Context: an optimization exercise on an open-source flow, tuned for small area, a short achievable clock period and few clock cycles. The choices shown serve that exercise and are no tape-out recipe. Only simulation tests tie the RTL to the original design; equivalence was not proved. The flow treats the clock pin as an ideal source, which a real chip does not have.

==> flow/design.v (excerpt) <==
module conv_yt(
input             rst,
input             clk,
output            M0_R_req,
output     [31:0] M0_addr,
input      [31:0] M0_R_data,
output     [3:0]  M0_W_req,
output     [31:0] M0_W_data,
output            M1_R_req,
output     [31:0] M1_addr,
input      [31:0] M1_R_data,
output reg [3:0]  M1_W_req,
output     [31:0] M1_W_data,
input             start,
output reg        finish
);
Settings: LEC_CHECK=0, ABC_AREA=1, CAP_MARGIN=20, CORE_MARGIN=2, CORE_UTILIZATION=50, SLEW_MARGIN=70; clock period 26.0 ns.
standard.sh (not shown) runs the stock make flow with config.mk's settings and CLKGATE_MAP_FILE= SYNTH_SCRIPT=/design/flow/synth_recipe.tcl, a recipe that flattens the netlist after the stock synthesis.
==> flow/flow/run.sh <==
#!/bin/bash
# The standard layout (standard.sh) with three additions:
#  - flow/fapol.py, after the standard synthesis: chooses, for each full-adder
#    cell, whether it works on true or complemented signals (a full adder is
#    self-dual), so that fewer inverters are needed between adders; the
#    netlist's function and its registers are unchanged. The standard
#    synthesis's netlist is kept as 1_2_yosys.standard.v;
#  - flow/ports.tcl, before the placement's resizing step: the buffers that
#    buffer_ports puts on the ports become buf_4 instead of the default delay
#    buffer;
#  - flow/post_cts.tcl, after clock tree synthesis: setup repair aimed at a
#    shorter clock period than the design's (the constraints are unchanged).
set -euo pipefail
here=$(pwd)
export PRE_RESIZE_TCL="$here/flow/ports.tcl"
export POST_CTS_TCL="$here/flow/post_cts.tcl"
export FLOW_TARGET_NS=6.0
res="$here/orfs/results/$FLOW_PLATFORM/conv_yt/base"
bash standard.sh synth > "$here/standard_synth.log" 2>&1
cp "$res/1_2_yosys.v" "$here/1_2_yosys.standard.v"
python3 "$here/flow/fapol.py" "$here/1_2_yosys.standard.v" "$res/1_2_yosys.v" > "$here/fapol.log" 2>&1
rm -f "$res/1_synth.odb" "$res/1_synth.sdc"
bash standard.sh > "$here/standard_make.log" 2>&1
Other scripts of this flow, unchanged in this note and not shown: flow/flow/fapol.py, flow/flow/ports.tcl, flow/flow/post_cts.tcl
Testbench counts at the start, summed over its fixed seeds: cycles 52,752.
Change:
Settings changed: CORE_UTILIZATION 50 to 60.
What happened:
- The changed run passed the timing, DRC and antenna checks
- core utilization went up by 11 points
- global-route usage went up by 7.5 points
- setup slack improved by 0.025 ns
- non-clock buffer count decreases by 17
- final area decreases by 0.51%
- hold slack loses 0.026 ns
- wire length went down by about 1.1%
- final cell count is lower by about 3.4%
- via count is about the same

---

Setup of job 103:
conv_yt again, from the RTL that the note above started with.
==> flow/design.v (excerpt) <==
module conv_yt(
input             rst,
input             clk,
output            M0_R_req,
output     [31:0] M0_addr,
input      [31:0] M0_R_data,
output     [3:0]  M0_W_req,
output     [31:0] M0_W_data,
output            M1_R_req,
output     [31:0] M1_addr,
input      [31:0] M1_R_data,
output reg [3:0]  M1_W_req,
output     [31:0] M1_W_data,
input             start,
output reg        finish
);
==> flow/config.mk <==
export PLATFORM = sky130hd
export DESIGN_NAME = conv_yt
export DESIGN_NICKNAME = conv_yt
export VERILOG_FILES = /design/flow/design.v
export SDC_FILE = /design/flow/constraint.sdc
export NUM_CORES = 4
export LEC_CHECK = 0
export ABC_AREA = 1
export CAP_MARGIN = 20
export CORE_MARGIN = 2
export CORE_UTILIZATION = 40
export SLEW_MARGIN = 70
==> flow/constraint.sdc <==
create_clock -name core_clock -period 26.0 [get_ports {clk}]
set_input_delay 5.2000 -clock core_clock [delete_from_list [all_inputs] [get_ports {clk}]]
set_output_delay 5.2000 -clock core_clock [all_outputs]
set_load 0.01 [all_outputs]
==> flow/flow/run.sh <==
#!/bin/bash
# The standard layout (standard.sh) with three additions:
#  - flow/fapol.py, after the standard synthesis: chooses, for each full-adder
#    cell, whether it works on true or complemented signals (a full adder is
#    self-dual), so that fewer inverters are needed between adders; the
#    netlist's function and its registers are unchanged. The standard
#    synthesis's netlist is kept as 1_2_yosys.standard.v;
#  - flow/ports.tcl, before the placement's resizing step: the buffers that
#    buffer_ports puts on the ports become buf_4 instead of the default delay
#    buffer;
#  - flow/post_cts.tcl, after clock tree synthesis: setup repair aimed at a
#    shorter clock period than the design's (the constraints are unchanged).
set -euo pipefail
here=$(pwd)
export PRE_RESIZE_TCL="$here/flow/ports.tcl"
export POST_CTS_TCL="$here/flow/post_cts.tcl"
export FLOW_TARGET_NS=5.8
res="$here/orfs/results/$FLOW_PLATFORM/conv_yt/base"
bash standard.sh synth > "$here/standard_synth.log" 2>&1
cp "$res/1_2_yosys.v" "$here/1_2_yosys.standard.v"
python3 "$here/flow/fapol.py" "$here/1_2_yosys.standard.v" "$res/1_2_yosys.v" > "$here/fapol.log" 2>&1
rm -f "$res/1_synth.odb" "$res/1_synth.sdc"
bash standard.sh > "$here/standard_make.log" 2>&1
==> flow/flow/post_cts.tcl <==
set target $::env(FLOW_TARGET_NS)
set margin [expr {$::env(FLOW_PERIOD_NS) - $target}]
puts "post_cts.tcl: repair_timing -setup_margin $margin (target $target ns)"
estimate_parasitics -placement
repair_timing -setup -setup_margin $margin -verbose
detailed_placement
check_placement -verbose
estimate_parasitics -placement
report_worst_slack -max
Other scripts of this flow, unchanged in this note and not shown: flow/flow/fapol.py, flow/flow/ports.tcl
Job 103 went all the way through the flow, and no timing, DRC or antenna check failed.
Testbench counts of job 103, summed over its fixed seeds: cycles 52,752.
Setup changes, job 103 to job 101
diff --git a/flow/flow/run.sh b/flow/flow/run.sh
--- a/flow/flow/run.sh
+++ b/flow/flow/run.sh
@@ -15,5 +15,5 @@
 export PRE_RESIZE_TCL="$here/flow/ports.tcl"
 export POST_CTS_TCL="$here/flow/post_cts.tcl"
-export FLOW_TARGET_NS=5.8
+export FLOW_TARGET_NS=6.0
 res="$here/orfs/results/$FLOW_PLATFORM/conv_yt/base"
 bash standard.sh synth > "$here/standard_synth.log" 2>&1
Notes after the runs:
- On clock skew, job 103 and job 101 are neck and neck.
- On final worst-path cycle share, job 103 and job 101 are basically level.
- Taking job 103 as the reference, in job 101 fraction of layout cells with a size suffix above 1 dropped 2.9 points; setup slack barely changed; final wirelength dropped about 1.2%.

==> separate check: timing with driven ports <==
Ports are ideal in the flow. The routed layouts listed here were re-timed in OpenROAD.
Step 1: set_driving_cell puts a clkbuf_16 on clk and a buf_2 on each other input, an assumption about the parent block.
Step 2, shift: input delay + t, output delay - t, t = (earliest + latest rising clock arrival at the registers) / 2. This alone moves slack from input paths to output paths.
a / b / c = ideal ports / drivers / drivers and shift; a / b = the first two.
run	t (ns)	slack for setup (ns)	worst setup path after step 2	worst register clock-pin slew, ns
the first run of note 1	0.756	19.594 / 19.520 / 19.313	input to register	0.07 / 0.07
the second run of note 1	0.702	19.618 / 19.560 / 19.328	input to register	0.07 / 0.07
job 103	0.742	19.590 / 19.516 / 19.507	input to register	0.07 / 0.07
job 101	0.739	19.592 / 19.518 / 19.285	input to register	0.07 / 0.07
After both steps every run listed still meets setup and hold. For job 101, which loses most, drivers alone change the setup slack by -0.074 ns; drivers and shift together by -0.307 ns.
